This design comes from an exercise in tuning for small area and a short achievable clock period on the open sky130 flow, not from production work.
Where RTL was checked, it was by simulation tests only, not by an equivalence proof against the original.
Power and IR drop assume default switching activity.

== run A ==
==> flow/design.v <==
`timescale 1ns / 1ps
module entropy_encode_dc_coefficients #(parameter ADDER = 0) (
	input clk,
	input reset_n,
	input in_valid,
	input in_first,
	input [15:0] DcCoeff,
	output out_valid,
	output [31:0] codeword,
	output [5:0] codeword_length
);
reg first_pending;
wire is_first = in_first | first_pending;
reg [15:0] x1;
reg [15:0] pp;        
reg        v1, f1;
always @(posedge clk) begin
	if (!reset_n) begin
		first_pending <= 1'b1;
		v1 <= 1'b0;
	end else begin
		if (in_valid) first_pending <= 1'b0;
		v1 <= in_valid;
	end
	if (in_valid) x1 <= DcCoeff;
	pp <= ~(DcCoeff ^ (x1 & {16{~is_first}}));
	f1 <= is_first;
end
reg        sgn;       
wire [15:0] gg = ~pp & (x1 ^ {16{sgn}});
wire        eq = &pp;                                    
wire [15:0] g0 = {gg[15:1], gg[0] | pp[0]};
wire [16:0] c;
assign c[0] = 1'b1;
genvar b;
generate
	if (ADDER == 1) begin : g_ripple
		for (b = 0; b < 16; b = b + 1) begin : g_r
			assign c[b+1] = g0[b] | (pp[b] & c[b]);
		end
	end else begin : g_sklansky
		wire [15:0] G0 = g0, P0 = pp;
		wire [15:0] G1, P1, G2, P2, G3, P3, G4, P4;
		for (b = 0; b < 16; b = b + 1) begin : g_l0
			if (b & 1) begin : g_node
				assign G1[b] = G0[b] | (P0[b] & G0[((b >> 0) << 0) - 1]);
				assign P1[b] = P0[b] & P0[((b >> 0) << 0) - 1];
			end else begin : g_pass
				assign G1[b] = G0[b];
				assign P1[b] = P0[b];
			end
		end
		for (b = 0; b < 16; b = b + 1) begin : g_l1
			if (b & 2) begin : g_node
				assign G2[b] = G1[b] | (P1[b] & G1[((b >> 1) << 1) - 1]);
				assign P2[b] = P1[b] & P1[((b >> 1) << 1) - 1];
			end else begin : g_pass
				assign G2[b] = G1[b];
				assign P2[b] = P1[b];
			end
		end
		for (b = 0; b < 16; b = b + 1) begin : g_l2
			if (b & 4) begin : g_node
				assign G3[b] = G2[b] | (P2[b] & G2[((b >> 2) << 2) - 1]);
				assign P3[b] = P2[b] & P2[((b >> 2) << 2) - 1];
			end else begin : g_pass
				assign G3[b] = G2[b];
				assign P3[b] = P2[b];
			end
		end
		for (b = 0; b < 16; b = b + 1) begin : g_l3
			if (b & 8) begin : g_node
				assign G4[b] = G3[b] | (P3[b] & G3[((b >> 3) << 3) - 1]);
				assign P4[b] = P3[b] & P3[((b >> 3) << 3) - 1];
			end else begin : g_pass
				assign G4[b] = G3[b];
				assign P4[b] = P3[b];
			end
		end
		assign c[16:1] = G4;
	end
endgenerate
wire [15:0] e = pp ^ c[15:0];
wire        e16 = pp[15] ^ c[16];
wire [16:0] m = {e ^ {16{e16}}, e16};
wire d_neg = sgn ? (~e16 & ~eq) : e16;
always @(posedge clk) begin
	if (in_valid & is_first) sgn <= 1'b0;
	else if (v1) sgn <= d_neg & ~f1;
end
reg [16:0] m2;
reg        v2, f2;
reg [1:0]  cls;    
always @(posedge clk) begin
	if (!reset_n) v2 <= 1'b0;
	else v2 <= v1;
	m2 <= m;
	f2 <= f1;
end
wire [1:0] mcls = (m2 == 17'd0) ? 2'd0 :
                  (m2 <= 17'd2) ? 2'd1 :
                  (m2 <= 17'd4) ? 2'd2 : 2'd3;
always @(posedge clk) begin
	if (v2) cls <= f2 ? 2'd3 : mcls;
end
wire cF = f2;
wire c0 = ~f2 & (cls == 2'd0);
wire c1 = ~f2 & (cls == 2'd1);
wire c2 = ~f2 & (cls == 2'd2);
wire c3 = ~f2 & (cls == 2'd3);
wire mlt4 = (m2[16:2] == 15'd0);      
wire [17:0] lowk;     
assign lowk = cF ? 18'h1f : c1 ? 18'h1 : c3 ? 18'h7 : 18'h0;
wire [16:0] mm = m2 | lowk[16:0];
wire [17:0] cin;      
assign cin[0] = 1'b1;
genvar j;
generate for (j = 1; j < 18; j = j + 1) begin : g_carry
	assign cin[j] = &mm[j-1:0];
end endgenerate
wire inc = ~c2;
wire [17:0] s;
assign s[16:0] = m2 ^ (cin[16:0] & ~lowk[16:0] & {17{inc}});
assign s[17] = inc & cin[17];
wire [17:0] cw = {s[17:3], s[2] | (c2 & mlt4), s[1:0]};
wire [16:0] w = m2 | {12'b0, cF, cF, cF | c3 | c2, cF | c3, cF | c3 | c1};
wire all1 = inc & w[0] & (&(~w[16:1] | w[15:0]));
wire [3:0] nz = {|w[15:12], |w[11:8], |w[7:4], |w[3:0]};
wire [1:0] hi = {nz[3] | nz[2], nz[3] | (~nz[2] & nz[1])};
wire [3:0] nib = nz[3] ? w[15:12] : nz[2] ? w[11:8] : nz[1] ? w[7:4] : w[3:0];
wire [1:0] lo = {nib[3] | nib[2], nib[3] | (~nib[2] & nib[1])};
wire [4:0] flw = w[16] ? 5'd16 : {1'b0, hi, lo};
wire [1:0] sh = cF ? 2'd2 : (c3 | (c2 & mlt4)) ? 2'd1 : 2'd0;
wire [4:0] half = flw + {4'b0, all1} - {3'b0, sh};
wire [5:0] len = {half, c0 | (c2 & mlt4)};
reg        v3;
reg [17:0] cw3;
reg [5:0]  len3;
always @(posedge clk) begin
	if (!reset_n) v3 <= 1'b0;
	else v3 <= v2;
	cw3 <= cw;
	len3 <= len;
end
assign out_valid = v3;
assign codeword = {14'h0, cw3};
assign codeword_length = len3;
endmodule
clock: 5.0 ns
lec_check: 0
abc_area: 1
cap_margin: 20
core_margin: 2
core_utilization: 65
cts_cluster_diameter: 200
cts_cluster_size: 50
setup_slack_margin: 2.85
slew_margin: 20
standard.sh (not shown) runs the stock make flow with config.mk's settings and CLKGATE_MAP_FILE= SYNTH_SCRIPT=/design/flow/synth_recipe.tcl, a recipe that flattens the netlist after the stock synthesis.
==> flow/flow/run.sh <==
#!/bin/bash
# The standard layout with two changes:
#  - the input and output ports are buffered with plain buffers instead of
#    the delay buffers buffer_ports picks by default;
#  - synthesis leaves adders to ABC instead of mapping them to full/half-adder
#    cells first (ADDER_MAP_FILE empty); registers are unchanged.
# make's full output goes to make.log in the work folder; ORFS keeps each
# tool's log under orfs/logs/.
set -euo pipefail
cd "$(dirname "$0")/.."
bash standard.sh "BUFFER_PORTS_ARGS=-buffer_cell sky130_fd_sc_hd__buf_2" "ADDER_MAP_FILE=" finish > make.log 2>&1
> inputs changed (run A -> run X)
--- a/flow/design.v
+++ b/flow/design.v
@@ -97,20 +97,24 @@
 	m2 <= m;
 	f2 <= f1;
 end
 wire [1:0] mcls = (m2 == 17'd0) ? 2'd0 :
                   (m2 <= 17'd2) ? 2'd1 :
                   (m2 <= 17'd4) ? 2'd2 : 2'd3;
+wire [1:0] ncls = ~v2 ? cls : f2 ? 2'd3 : mcls;
 always @(posedge clk) begin
 	if (v2) cls <= f2 ? 2'd3 : mcls;
 end
+reg c0, c1, c2, c3;
+always @(posedge clk) begin
+	c0 <= ~f1 & (ncls == 2'd0);
+	c1 <= ~f1 & (ncls == 2'd1);
+	c2 <= ~f1 & (ncls == 2'd2);
+	c3 <= ~f1 & (ncls == 2'd3);
+end
 wire cF = f2;
-wire c0 = ~f2 & (cls == 2'd0);
-wire c1 = ~f2 & (cls == 2'd1);
-wire c2 = ~f2 & (cls == 2'd2);
-wire c3 = ~f2 & (cls == 2'd3);
 wire mlt4 = (m2[16:2] == 15'd0);      
 wire [17:0] lowk;     
 assign lowk = cF ? 18'h1f : c1 ? 18'h1 : c3 ? 18'h7 : 18'h0;
 wire [16:0] mm = m2 | lowk[16:0];
 wire [17:0] cin;      
 assign cin[0] = 1'b1;
Notes after the runs:
- Cmp run X vs run A: part of the cycle the worst path needs higher in run X
- In the tables for run X and run A, standby leakage power reads lower with run A.
- The post-CTS setup repair buffer count number comes out higher for run X vs run A.
- Run X reports a lower total wire length than run A does.
- Run X vs run A on number of sequential storage elements: run X is the higher one.
- In run X relative to run A, area of the mapped netlist had gone down slightly.
- Between run A and run X, the flow reports number of cells after detailed placement increasing by a few percent.
- Run X vs run A: layout clock buffer count up
- Run X has clock share of power above what run A had.
- Run A and run X ended up with roughly the same clock network contribution to total cell area.
- Delta(power per standard cell area, run X - run A) < 0
- In the metrics for run X and run A, the one carrying the higher minimum clock period after layout is run X.
- Sort run X and run A by die area asc -> top: run X
- The combinational power of run X falls short of that of run A by 12%.
Function not checked in run X: the RTL went through the layout flow alone.

## port drivers added, routing unchanged
How much do the figures lean on ideal ports? The routed layouts below were timed once more, with nothing changed but the port constraints.
Step 1 assumes that a clkbuf_16 drives the clock port and a buf_2 every other input.
Step 2 times the ports against the registers' clock, not the clock port: input delays grow and output delays shrink by t, the midpoint of the rising clock arrivals with the driver on.
Three values: ideal, step 1, step 2; two values: the first two.
run | t (ns) | slack for setup (ns) | latest minus earliest clock arrival (ns)
run A | 0.376 | 3.018 / 3.018 / 2.817 | 0.007 / 0.007
run X | 0.381 | 3.000 / 3.000 / 2.895 | 0.009 / 0.009
After both steps every run listed still meets setup and hold. The setup slack of run A, which loses most, moves by 0.000 ns with the drivers and by -0.201 ns with both steps.
